What follows belongs to an exercise in optimizing a design on an open flow for small area and a short achievable clock period; a production flow would make more cautious choices. Only simulation tests tie the RTL to the original design; equivalence was not proved.

## flow/design.v (module list and top-level ports; edited modules follow where they fit)
// module mac_corner: 1672 lines
// module mac_edge: 1673 lines
// module mac_inner: 1529 lines
// module fa_x: 10 lines
// module ha_x: 9 lines
// module pe_os: 17 lines
// module systolic_array_os: 303 lines
module systolic_array_os #(
    DATA_WIDTH = 16,
    ACC_WIDTH = 64
    )(
    input logic clk,
    input logic rstn,
    input logic acc_en,
    input logic signed [DATA_WIDTH-1:0] data_0_i,
    input logic signed [DATA_WIDTH-1:0] data_1_i,
    input logic signed [DATA_WIDTH-1:0] data_2_i,
    input logic signed [DATA_WIDTH-1:0] data_3_i,
    input logic signed [DATA_WIDTH-1:0] weight_0_i,
    input logic signed [DATA_WIDTH-1:0] weight_1_i,
    input logic signed [DATA_WIDTH-1:0] weight_2_i,
    input logic signed [DATA_WIDTH-1:0] weight_3_i,
    output logic signed [ACC_WIDTH-1:0] acc_res_pe0_o,
    output logic signed [ACC_WIDTH-1:0] acc_res_pe1_o,
    output logic signed [ACC_WIDTH-1:0] acc_res_pe2_o,
    output logic signed [ACC_WIDTH-1:0] acc_res_pe3_o,
    output logic signed [ACC_WIDTH-1:0] acc_res_pe4_o,
    output logic signed [ACC_WIDTH-1:0] acc_res_pe5_o,
    output logic signed [ACC_WIDTH-1:0] acc_res_pe6_o,
    output logic signed [ACC_WIDTH-1:0] acc_res_pe7_o,
    output logic signed [ACC_WIDTH-1:0] acc_res_pe8_o,
    output logic signed [ACC_WIDTH-1:0] acc_res_pe9_o,
    output logic signed [ACC_WIDTH-1:0] acc_res_pe10_o,
    output logic signed [ACC_WIDTH-1:0] acc_res_pe11_o,
    output logic signed [ACC_WIDTH-1:0] acc_res_pe12_o,
    output logic signed [ACC_WIDTH-1:0] acc_res_pe13_o,
    output logic signed [ACC_WIDTH-1:0] acc_res_pe14_o,
    output logic signed [ACC_WIDTH-1:0] acc_res_pe15_o
    );
  // ...
==> flow/flow/run.sh <==
#!/bin/bash
# Layout flow: the standard flow (standard.sh) with these changes.
#  1. Synthesis maps the RTL's one-bit adder modules (fa_x, ha_x) straight
#     onto the library's full and half adder cells (fa_map.v), before Yosys's
#     "synth" runs, and skips the quick ABC pass inside "synth" (-noabc).
#     The compressor trees then come out exactly as the RTL writes them, and
#     extract_fa only looks for further full adders (-fa): the half adders
#     are all written out, and the ones it would find are parts of other
#     logic that it could only build with inverters around them.
#  3. Every input and output port still gets its own buffer, but a plain
#     buffer cell (BUF_CELL) rather than the delay buffer buffer_ports picks
#     by itself; timing repair resizes them as needed.
# Each tool's output goes to synth.log and layout.log here (and ORFS's own
# logs under orfs/logs).
set -euo pipefail
BUF_CELL=sky130_fd_sc_hd__buf_1
HERE=$PWD
cp flow/abc.script abc.script
cp flow/fa_map.v fa_map.v
{
  echo 'proc synth {args} {'
  echo '  if {[lsearch -exact $args ":fine"] >= 0 && ![info exists ::adders_mapped]} {'
  echo '    set ::adders_mapped 1'
  echo "    yosys techmap -map $HERE/fa_map.v"
  echo '  }'
  echo '  yosys synth -nofsm -noshare -noabc {*}$args'
  echo '}'
  echo 'proc extract_fa {args} { yosys extract_fa -fa {*}$args }'
  echo 'proc abc {args} {'
  echo '  set i [lsearch -exact $args -script]'
  echo "  if {\$i >= 0} { set args [lreplace \$args \$i [expr {\$i+1}] -script $HERE/abc.script] }"
  echo '  yosys abc {*}$args'
  echo '}'
  tail -n +2 synth_recipe.tcl
} > my_synth.tcl
head -1 synth_recipe.tcl | grep -q 'proc synth'
sed "s#SYNTH_SCRIPT=[^ ]*#SYNTH_SCRIPT=$HERE/my_synth.tcl#" standard.sh > my_standard.sh
grep -q 'my_synth.tcl' my_standard.sh
bash my_standard.sh synth > synth.log 2>&1
export BUFFER_PORTS_ARGS="-buffer_cell $BUF_CELL"
bash standard.sh > layout.log 2>&1
==> flow/flow/abc.script <==
strash
dch
map -D 1200
topo
stime -c
buffer -c
upsize -c
dnsize -c
==> flow/flow/fa_map.v <==
// Maps the RTL's one-bit adders (fa_x, ha_x) onto the library's adder cells.
module fa_x (input a, input b, input c, output s, output co);
  sky130_fd_sc_hd__fa_1 _TECHMAP_REPLACE_ (.A(a), .B(b), .CIN(c), .SUM(s), .COUT(co));
endmodule

module ha_x (input a, input b, output s, output co);
  sky130_fd_sc_hd__ha_1 _TECHMAP_REPLACE_ (.A(a), .B(b), .SUM(s), .COUT(co));
endmodule
==> flow/standard.sh <==
#!/bin/bash
# synth_recipe.tcl (not shown) runs the flow's synth.tcl, then flattens the netlist and writes it again
# the make line also repeats each setting of config.mk as NAME=value (left out here)
make -C /OpenROAD-flow-scripts/flow DESIGN_CONFIG=/design/flow/config.mk WORK_HOME=/design/flow/orfs CLKGATE_MAP_FILE= SYNTH_SCRIPT=/design/flow/synth_recipe.tcl "${@:-finish}"
==> flow/config.mk <==
export PLATFORM = sky130hd
export DESIGN_NAME = systolic_array_os
export DESIGN_NICKNAME = systolic_array_os
export VERILOG_FILES = /design/flow/design.v
export SDC_FILE = /design/flow/constraint.sdc
export NUM_CORES = 8
export LEC_CHECK = 0
export CAP_MARGIN = 20
export CORE_MARGIN = 2
export CORE_UTILIZATION = 40
export CTS_CLUSTER_DIAMETER = 120
export CTS_CLUSTER_SIZE = 24
export SETUP_SLACK_MARGIN = 4.65
export SLEW_MARGIN = 20
==> flow/constraint.sdc <==
create_clock -name core_clock -period 10.0 [get_ports {clk}]
set_input_delay 2.0000 -clock core_clock [delete_from_list [all_inputs] [get_ports {clk}]]
set_output_delay 2.0000 -clock core_clock [all_outputs]
set_load 0.01 [all_outputs]
==> results.txt, run 1 <==
die width 649 um; final setup fails 0; Top FF cell, synth dfrtp_1; Fill cells 38700; Leading cell kind multi-input combinational cells; final hold vios 0; synth cell count leaders xor2_1 (2389), nand2_1 (2277), fa_1 (2242); core area 416000 um2; Worst-Skew Late Latency 0.93 ns; met3 usage 5.66%; Detailed Routing Iterations Pass 1 9; Final Core Density 46.5%; Yosys top cell area share 26.9%; GRT Residual Overflow 0; layout cells sized above 1 16.6%; hold depth 2; XOR/XNOR Fraction of Synth Area 13.5%; fraction of area in multi-input gates 62.1%; Hold WS 0.494 ns; reg2reg start pe_3.w_o[4]$_DFFE_PP_; Multi-input comb cells 13000; CTS sink cnt 1472; R2R Path End u_mac_7.acc_r[33]$_DFFE_PN0P_; post-synthesis sequential area ratio 23.6%; first-pass GRT wire length 877000 um; CP max stage cell dfrtp_1; DR WL/cell 25.0 um; clkbuf count 125; RSZ-0062 raised after global routing yes; setup TNS 0 ns; WL met1 226000 um; inverter count 1046; initial DRC count 13400; DR WL met3 52400 um; status no timing/DRC/antenna violations
==> run 2, diff against run 1 <==
--- a/flow/config.mk
+++ b/flow/config.mk
@@ -11,4 +11,4 @@
 export CTS_CLUSTER_DIAMETER = 120
 export CTS_CLUSTER_SIZE = 24
-export SETUP_SLACK_MARGIN = 4.65
+export SETUP_SLACK_MARGIN = 4.5
 export SLEW_MARGIN = 20
==> results.txt, run 2 <==
register bit total from synthesis 1472; Worst-Skew Late Latency 0.93 ns (about the same); number of library cell types mapped by synthesis 72; post-place setup slack 3.20 ns; reg2reg start pe_9.w_o[0]$_DFFE_PP_; hold endpoint v1$_DFFE_PN0P_; Post-Route Skew 0.0732 ns; Max H-tree Level 3; RSZ-0062 raised after global routing yes; Slew Viols, Final 0; Reg clk slew, reported paths 0.10 ns; Post-synth EDFFs 504; number of global-route vias before repair 134000; cell count after synthesis 17400; total CTS buffers 101; Final HPWL DP 412000 um; hold_sp v1$_DFFE_PN0P_; largest net degree at the start of global routing 214; crit path setup slack, layout 4.49 ns; Via density 5.72; die width 649 um (unchanged); hold depth 2 (unchanged); Crit Path Category in -> reg; synth top area cells fa_1 (27%), dfrtp_1 (15%), xor2_1 (13%); Overall Global Routing Usage 26.9%; area delta synth->final 11.6%; Max clock buf depth 4; crit path time final 5.51 ns; core area 416000 um2 (unchanged); R2R setup slack 4.60 ns; TritonCTS clock tree built; Reg2Reg Depth 18; Worst Tran Pin Value 1.13 ns; Post-DP Area 171000 um2; max-cap violation count 0; Yosys top cell area share 26.9% (unchanged); Final Cycle Share 55.1%; status no timing/DRC/antenna violations; area leader, netlist fa_1; layout cells sized above 1 11.6% (-5.0 points); Fill cells 39400 (+1.9%); Crit. End Element flop; # IOs 1155; Critical Path RT 10.74 ns; f_max 181 MHz; port bufs 1154; synthesized area 167000 um2; initial antenna violation count 64; setup TNS 0 ns (unchanged); synth cell count leaders xor2_1 (2389), nand2_1 (2277), fa_1 (2242); final setup fails 0 (unchanged); most frequent cells in the layout xor2_1 (2348), nand2_1 (2249), fa_1 (2188); design area 186000 um2; root buf cell clkbuf_16; Synth warnings 8; hold_buf cts 0; Hold WC Path Type reg -> reg; Core Rows 237; gp weighted congestion 0.905; Top FF cell, synth dfrtp_1; ys async rst share 65.8%; Final Routed Wirelength 584000 um; critical path peak fanout 17; Initial Util 40.1%; R2R Path End u_mac_13.acc_r[26]$_DFFE_PN0P_; ANT nets after route 0; count leader, synth xor2_1; post-synthesis sequential area ratio 23.6% (unchanged); Worst setup SP type input port; Slew Limit Headroom 24.5%; die height 649 um; most common cell after layout, fill and taps aside xor2_1; Mapped Avg Cell Area 9.58 um2; first-pass GRT wire length 868000 um (-1.0%); critical path arrival 6.25 ns; initial DRC count 12900 (-3.6%); CTS sink cnt 1472 (unchanged); DR WL/cell 24.9 um (-0.51%); DR DRC count 0; Vias 134000; GRT Residual Overflow 0 (unchanged); Die ar. 422000 um2; final hold vios 0 (unchanged); Detailed Routing Iterations Pass 1 7 (-2); Layout Nets 20900
-- run 2: cell types whose count changed in the layout (fill, tap and decap cells not counted), moves of 42 or more --
cell	previous run	this run
buf_6	107	56
buf_1	1040	1120
buf_4	1205	944
buf_12	219	160
fa_1	2074	2188
a21oi_1	345	400
clkinv_1	29	71
o21ai_0	868	912
dfrtp_1	893	936
o22ai_1	1829	1885
ha_4	59	16
fa_2	168	54
dfrtp_2	75	32
ha_1	602	647
-- run 2: cells by family after synthesis --
kind of cell             after synthesis  share of synthesized area (%)
AO/OA/AOI/OAI                       3892                           14.1
AND/OR/NAND/NOR                     3536                           8.67
buffers and inverters               3015                           8.18
adder cells (fa/ha/maj)             2905                           31.9
XOR/XNOR                            2577                           13.5
flip-flops                          1472                           23.6
other                                  1                        0.00225
-- run 2: critical path, cell delays in order --
cell,delay (ns)
buf_1,0.07
clkinv_1,0.75
o22ai_1,0.53
xor2_1,0.14
fa_1,0.46
fa_1,0.52
fa_1,0.43
fa_1,0.41
fa_1,0.47
ha_1,0.28
nand2_1,0.06
o21ai_0,0.08
-- run 2: through the flow --
step / std cells / hold WS, ns / utilization (%)
finish: 23500 / 0.493 / 44.8
global route: 23500 / 0.532 / 44.7
CTS: 23300 / 0.501 / 43.8
detailed placement: 22400 / 0.477 / 41.0
global placement: 22400 / 0.465 / 41.0
floorplan: 17400 / 0.423 / -
-- run 2: layout make-up --
| type | count | area, um2 | share of cell area, % |
|---|---|---|---|
| multi-input cells | 13000 | 117000 | 62.7 |
| flip-flops and latches | 1472 | 39400 | 21.2 |
| repair buffers | 2311 | 15400 | 8.27 |
| well taps | 5497 | 6880 | 3.70 |
| inverters | 1046 | 4100 | 2.21 |
| clock buffers | 123 | 2710 | 1.45 |
| clock inverters | 59 | 790 | 0.424 |
| diodes | 33 | 82.6 | 0.0444 |
-- run 2: routing by layer --
| layer | share of wire (%) | global-route usage, % |
|---|---|---|
| met1 | 39 | 34.2 |
| met2 | 46 | 42.4 |
| met3 | 8.5 | 5.35 |
| met4 | 6.9 | 16.0 |
| met5 | 0.030 | 0 |
-- run 2: how the worst max path moves through the flow --
stage / to / startpoint / depth (start not counted) / slack [ns]
5_1_grt: acc_res_pe0_o[45] / u_mac_0.p_r[18]$_DFFE_PN0P_ / 12 / 4.44
6_report: u_mac_12.p_r[18]$_DFFE_PN0P_ / data_3_i[6] / 12 / 4.49
3_3_place_gp: u_mac_0.p_r[18]$_DFFE_PN0P_ / weight_0_i[5] / 14 / 3.18
3_5_place_dp: u_mac_0.p_r[20]$_DFFE_PN0P_ / weight_0_i[5] / 15 / 3.20
4_1_cts: acc_res_pe2_o[18] / u_mac_2.p_r[8]$_DFFE_PN0P_ / 13 / 4.45
2_1_floorplan: u_mac_0.p_r[18]$_DFFE_PN0P_ / weight_0_i[7] / 12 / 4.49
-- run 2: repair_timing --
| action | in CTS | in global routing |
|---|---|---|
| cloned | 9 | 10 |
| gates resized for setup | 215 | 567 |
| hold endpoints to repair | 0 | 0 |
| pin swaps | 48 | 127 |
| endpoints found under the setup margin | 504 | 499 |
| setup buffers | 731 | 157 |
==> run 3, diff against run 2 <==
--- a/flow/config.mk
+++ b/flow/config.mk
@@ -9,6 +9,6 @@
 export CORE_MARGIN = 2
 export CORE_UTILIZATION = 40
-export CTS_CLUSTER_DIAMETER = 120
-export CTS_CLUSTER_SIZE = 24
+export CTS_CLUSTER_DIAMETER = 100
+export CTS_CLUSTER_SIZE = 30
 export SETUP_SLACK_MARGIN = 4.5
 export SLEW_MARGIN = 20
==> results.txt, run 3 <==
status no timing/DRC/antenna violations; f_max 182 MHz (+0.43%); CP max stage cell clkinv_1; post-place setup slack 3.20 ns (unchanged); R2R Path End u_mac_13.acc_r[45]$_DFFE_PN0P_; Crit Path Category in -> reg; gp weighted congestion 0.905 (unchanged); design area 187000 um2 (+0.51%); number of library cell types mapped by synthesis 72 (unchanged); Via density 5.70 (-0.27%); Slew Viols, Final 0 (unchanged); Layout Nets 21000 (+0.22%); R2R setup slack 4.54 ns (-0.06 ns); DR DRC count 0 (unchanged); core area 416000 um2 (unchanged); Slew Limit Headroom 25.4% (+0.89 points); Worst Tran Pin Value 1.12 ns (-0.0134 ns); crit path setup slack, layout 4.51 ns (+0.0238 ns); CP cell instances buf_1, clkinv_1, o22ai_1, xor2_1, fa_1, fa_1, fa_1, fa_1, fa_1, ha_1, nand2_1, o21ai_0; ANT nets after route 0 (unchanged); root buf cell clkbuf_16; multiplexer share of the synthesized area 0% (unchanged); max-cap violation count 0 (unchanged); post-synthesis sequential area ratio 23.6% (unchanged); crit path time final 5.49 ns (-0.0238 ns); GR peak layer met2; grt met2 use 42.4% (about the same); largest net degree at the start of global routing 214 (unchanged); critical path arrival 6.26 ns (about the same); GRT Residual Overflow 0 (unchanged); critical path peak fanout 17 (unchanged); setup TNS 0 ns (unchanged); XOR/XNOR Fraction of Synth Area 13.5% (unchanged); max incr delay on CP 0.68 ns (-0.07 ns); Mapped Avg Cell Area 9.58 um2 (unchanged); Detailed Routing Iterations Pass 1 12 (+5); Max H-tree Level 3 (unchanged); Final Core Density 45.0% (+0.23 points); die height 649 um (unchanged); synth cell count leaders xor2_1 (2389), nand2_1 (2277), fa_1 (2242); synthesized area 167000 um2 (unchanged); Final Cycle Share 54.9% (-0.24 points); reg2reg start pe_9.w_o[0]$_DFFE_PP_; ys async rst share 65.8% (unchanged); register bit total from synthesis 1472 (unchanged); largest family of logic cells by synthesized area adder cells; area delta synth->final 12.2%; port bufs 1154 (unchanged); total CTS buffers 114 (+13%); Final Routed Wirelength 584000 um (-0.13%); Worst-Skew Late Latency 0.94 ns (about the same); final hold vios 0 (unchanged); Overall Global Routing Usage 26.8% (-0.042 points); first-pass GRT wire length 867000 um (-0.13%); # IOs 1155 (unchanged); most common cell after layout, fill and taps aside xor2_1; initial DRC count 13200 (+2.0%); Synth warnings 8 (unchanged); Reg clk slew, reported paths 0.10 ns (about the same); synth top area cells fa_1 (27%), dfrtp_1 (15%), xor2_1 (13%); CTS sink cnt 1472 (unchanged); RSZ-0062 raised after global routing yes; Top FF cell, synth dfrtp_1; area leader, netlist fa_1; Post-DP Area 171000 um2 (unchanged); Reg2Reg Depth 18 (unchanged); Hold WS 0.493 ns (-0.000467 ns); Initial Util 40.1% (unchanged); most frequent cells in the layout xor2_1 (2352), nand2_1 (2247), fa_1 (2181); number of global-route vias before repair 134000 (+0.035%); crit path launch data_2_i[7]; Yosys top cell area share 26.9% (unchanged); Vias 134000 (-0.022%); Critical Path RT 10.77 ns (+0.03 ns); count leader, synth xor2_1; Worst setup SP type input port; hold depth 2 (unchanged); Max clock buf depth 4 (unchanged); Crit. End Element flop; Hold WC Path Type reg -> reg; DR WL/cell 24.8 um (-0.38%); Synth Area in Simple Gates 8.67% (unchanged); TritonCTS clock tree built; met3 usage 5.34% (-0.011 points); Critical Path Most Common Cell fa_1; Post-Route Skew 0.0633 ns (-0.00994 ns); die width 649 um (unchanged); Core Rows 237 (unchanged); Post-synth EDFFs 504 (unchanged); hold_sp v1$_DFFE_PN0P_; hold endpoint v1$_DFFE_PN0P_; met1 GRT Util 34.1% (-0.064 points); initial antenna violation count 65 (+1.6%); Die ar. 422000 um2 (unchanged); cell count after synthesis 17400 (unchanged); complex-gate fraction of the synthesized area 14.1% (unchanged); Final HPWL DP 412000 um (unchanged); layout cells sized above 1 11.8% (+0.27 points); final setup fails 0 (unchanged); adder-cell share of the synthesized area 31.9% (unchanged)
run 3: how the worst max path moves through the flow:
stage                               endpoint  slack, ns  depth (start not counted)
6_report         u_mac_8.p_r[18]$_DFFE_PN0P_       4.51                         12
5_1_grt        u_mac_9.acc_r[38]$_DFFE_PN0P_       4.42                         19
4_1_cts                    acc_res_pe2_o[18]       4.46                         13
3_5_place_dp     u_mac_0.p_r[20]$_DFFE_PN0P_       3.20                         15
3_3_place_gp     u_mac_0.p_r[18]$_DFFE_PN0P_       3.18                         14
2_1_floorplan    u_mac_0.p_r[18]$_DFFE_PN0P_       4.49                         12
run 3: cell type report:
class	instances	area, um2
timing repair buffer	2345	15600
tap	5497	6880
multi-input combinational	13000	117000
antenna	29	72.6
clock inverter	85	1460
fill	39400	229000
clock buffer	126	2990
inverter	1046	4050
sequential	1472	39400
run 3: metrics by stage:
stage                     cells
after floorplan           17400
after global placement    22400
after detailed placement  22400
after CTS                 23300
after global routing      23500
final                     23600
run 3: cell families after synthesis:
logic type,count (synthesis)
xor+xnor,2577
flops,1472
buf+inv,3015
other cells,1
simple gates,3536
fa+ha+maj,2905
compound gates,3892
run 3: worst max-delay path: cells and delay by family:
kind	cells	cell delay, ns
AOI/OAI and AO/OA	2	0.44
xor gates and xnor gates	1	0.16
adders and majority gates	6	2.62
buffers and inverters	2	0.97
and+or+nand+nor	1	0.06
run 3: what timing repair did:
item	CTS	global route
endpoints found under the setup margin	523	495
gates resized for setup	212	510
pin swaps	40	126
gates cloned	8	11
buffers inserted	749	173
hold buffers	0	0
run 3: per-layer routing:
layer / up-vias / routed length [um]
li1: 58900 / -
met1: 67100 / 228000
met2: 6831 / 266000
met3: 1383 / 49100
met4: 36 / 40400
met5: - / 236

==> port drivers added, routing unchanged <==
How much do the figures lean on ideal ports? The routed layouts below were timed once more, with nothing changed but the port constraints.
Step 1 sets driving cells, clkbuf_16 on the clock port and buf_2 on the other inputs (assumed; they add their load-dependent delay and slew).
Step 2 times the ports against the registers' clock, not the clock port: input delays grow and output delays shrink by t, the midpoint of the rising clock arrivals with the driver on.
a / b / c = ideal / step 1 / step 2; a / b = the first two.
run | shift t [ns] | slack for setup (ns) | worst setup path at the end | worst register clock-pin slew, ns
run 1 | 0.996 | 4.542 / 4.432 / 3.743 | input to register | 0.11 / 0.11
run 2 | 1.014 | 4.490 / 4.416 / 3.550 | input to register | 0.12 / 0.12
run 3 | 1.040 | 4.514 / 4.482 / 3.519 | input to register | 0.12 / 0.12
After both steps every run listed still meets setup and hold. The setup slack of run 3, which loses most, moves by -0.032 ns with the drivers and by -0.995 ns with both steps.
